Context: an optimization exercise on an open-source flow, tuned for small area, a short achievable clock period and few clock cycles per item. The choices shown serve that exercise and are no tape-out recipe. Only simulation tests tie the RTL to the original design; equivalence was not proved. No activity file was given, so power comes from the tool's default toggle rates.

Setup of run A:
// pow_5_seq
module pow_5_seq
(
    input         clock,
    input         reset_n,
    input         run,
    input  [17:0] n,
    output        ready,
    output [17:0] n_pow_5
);
Size: roughly 480 cells after synthesis, about 40 I/O pins.
export LEC_CHECK = 0
export CAP_MARGIN = 20
export CORE_MARGIN = 2
export CORE_UTILIZATION = 50
export SETUP_SLACK_MARGIN = 1.7
export SLEW_MARGIN = 20
create_clock -name core_clock -period 5.8 [get_ports {clock}]
standard.sh (not shown) runs the stock make flow with config.mk's settings and CLKGATE_MAP_FILE= SYNTH_SCRIPT=/design/flow/synth_recipe.tcl, a recipe that flattens the netlist after the stock synthesis.
==> flow/flow/run.sh <==
#!/bin/bash
set -euo pipefail
W=$PWD
PLAT=${FLOW_PLATFORM:-sky130hd}
RES=$W/orfs/results/$PLAT/pow_5_seq/base
REF=$W/ref/results/$PLAT/pow_5_seq/base

# reference: the unchanged standard synthesis, in its own work folder
sed 's#WORK_HOME=\([^ ]*\)/orfs #WORK_HOME=\1/ref #' standard.sh > ref_standard.sh
bash ref_standard.sh "$REF/1_2_yosys.v" > ref_synth.log 2>&1

# our synthesis
bash standard.sh "SYNTH_ARGS=-noabc" "$RES/1_2_yosys.v" > synth_noabc.log 2>&1
if ! python3 flow/match_regs.py "$REF/1_2_yosys.v" "$RES/1_2_yosys.v" > match_regs.log 2>&1; then
  echo "flip-flops do not pair; using the standard synthesis netlist" >> match_regs.log
  cp "$REF/1_2_yosys.v" "$RES/1_2_yosys.v"
  cp "$REF/1_2_yosys.sdc" "$RES/1_2_yosys.sdc"
fi

bash standard.sh "SYNTH_ARGS=-noabc" "BUFFER_PORTS_ARGS=-buffer_cell sky130_fd_sc_hd__buf_1" \
  "CTS_ARGS=-sink_clustering_enable -repair_clock_nets -dont_use_dummy_load -root_buf sky130_fd_sc_hd__clkbuf_8 -buf_list sky130_fd_sc_hd__clkbuf_8" \
  finish > standard_flow.log 2>&1
Other scripts of this flow, unchanged in this note and not shown: flow/flow/match_regs.py
Run A completed every stage of the flow, and the final layout passed the timing, DRC and antenna checks.
Testbench counts of run A, summed over its fixed seeds: cycles 24,000, items 24,000.
For run B, these inputs were changed with respect to run A:
- CORE_UTILIZATION now 40, was 50
- SETUP_SLACK_MARGIN now 1.9, was 1.7
--- outcome ---
In the reports for run B and run A, the smaller post-detailed-routing wire length belongs to run A. The clock tree cell share of total cell area was comparable across run B and run A. Higher clock network fraction of total power was reported by run A, not run B.
[inputs] run C vs run B
- SETUP_SLACK_MARGIN now 1.7, was 1.9
-- flow/flow/run.sh --
<<< run B, line 20
bash standard.sh "SYNTH_ARGS=-noabc" "BUFFER_PORTS_ARGS=-buffer_cell sky130_fd_sc_hd__buf_1" \
  "CTS_ARGS=-sink_clustering_enable -repair_clock_nets -dont_use_dummy_load -root_buf sky130_fd_sc_hd__clkbuf_8 -buf_list sky130_fd_sc_hd__clkbuf_8" \
  finish > standard_flow.log 2>&1
>>> run C, line 20
bash standard.sh "SYNTH_ARGS=-noabc" "BUFFER_PORTS_ARGS=-buffer_cell sky130_fd_sc_hd__buf_1" \
  "CTS_ARGS=-sink_clustering_enable -repair_clock_nets -dont_use_dummy_load -root_buf sky130_fd_sc_hd__clkbuf_4 -buf_list sky130_fd_sc_hd__clkbuf_4" \
  finish > standard_flow.log 2>&1
### Flow results
- Relative to run B, the wire length of run C is higher by 100 µm.
- Run B tops out at a higher clock frequency than run C.
- Run C: worst setup slack lower than run B
- For the number of gates resized after CTS, run C came in 2 lower than run B did.
- Detailed-route wire length per cell: run C vs run B up about 1.5%
- Compared with run B, run C ends up with a smaller final cell area.
- Run C: part of the power in registers is 2.6 points higher than what run B reported.
- Run C packs its core more loosely than run B.
#### Input delta (run D over run C)
- SETUP_SLACK_MARGIN: 1.7 -> 1.5
-- flow/flow/run.sh --
<<< run C, line 20
bash standard.sh "SYNTH_ARGS=-noabc" "BUFFER_PORTS_ARGS=-buffer_cell sky130_fd_sc_hd__buf_1" \
  "CTS_ARGS=-sink_clustering_enable -repair_clock_nets -dont_use_dummy_load -root_buf sky130_fd_sc_hd__clkbuf_4 -buf_list sky130_fd_sc_hd__clkbuf_4" \
  finish > standard_flow.log 2>&1
>>> run D, line 20
bash standard.sh "SYNTH_ARGS=-noabc" "BUFFER_PORTS_ARGS=-buffer_cell sky130_fd_sc_hd__buf_1" \
  "CTS_ARGS=-sink_clustering_enable -repair_clock_nets -dont_use_dummy_load -root_buf sky130_fd_sc_hd__clkbuf_8 -buf_list sky130_fd_sc_hd__clkbuf_8" \
  finish > standard_flow.log 2>&1
Results
- Area of the multi-input gates delta for run D relative to run C: 11 µm² lower
- Run D vs. run C: total power of the final layout now larger, worst setup slack +38 ps, floorplan die area essentially unchanged, leakage power of the design now sits at about the same level, routed wire length increased 160 µm.
- In the reports for run D and run C, the larger internal power summed over all cells belongs to run D.
- Run C has higher number of antenna repair diodes than run D.
- Going from run C to run D, the final cell count was found to have gone down by 3.
> inputs changed (run D -> run E)
- swapping 40 for 60 in CORE_UTILIZATION
- swapping 1.5 for 1.7 in SETUP_SLACK_MARGIN
Notes after the runs:
Comparing run E with run D, the clock-pin slew on the worst setup and hold paths came out essentially unchanged.
Compared with run D, in run E number of vias in the routed layout -0.43%, fraction of power consumed by combinational cells climbed 1.8 points.
Cmp run D and run E / sum of met2 wire segment lengths after detailed routing / higher: run D
Clock power share (higher): run D
Sort run D and run E by global-route usage over all layers, ascending, and run D comes first.
Diff run D -> run E: wire length fell by 5.7%, clock period minus final worst setup slack has decreased, sequential-cell power consumption roughly the same, number of nets in the finished design rose 2.
Run D vs run E, kind of critical path: input pin to flip-flop vs flip-flop to output port

static timing again, ports no longer ideal:
The flow's constraints put no driver on any port. The routed layouts listed below were extracted and timed again, unchanged, in two steps.
Step 1, drivers: a clkbuf_16 drives clock and a buf_2 each remaining input, both assumed.
Step 2 moves the port delays by t, midway between the first and last clock arrival at a register: inputs arrive t later, outputs are due t later. That takes back most of the time a late clock gives input paths.
Slacks: no drivers / after step 1 / after step 2; pairs: no drivers / after step 1.
| run | t, ns | slack for setup (ns) | worst register clock-pin slew, ns |
|---|---|---|---|
| run A | 0.316 | 1.696 / 1.663 / 1.539 | 0.08 / 0.08 |
| run B | 0.311 | 1.657 / 1.626 / 1.726 | 0.08 / 0.08 |
| run C | 0.388 | 1.640 / 1.608 / 1.545 | 0.12 / 0.12 |
| run D | 0.329 | 1.678 / 1.653 / 1.359 | 0.08 / 0.08 |
| run E | 0.316 | 1.692 / 1.664 / 1.590 | 0.08 / 0.08 |
After both steps setup and hold are still met in every run listed. The setup slack of run D, which loses most, moves by -0.025 ns with the drivers and by -0.319 ns with both steps.
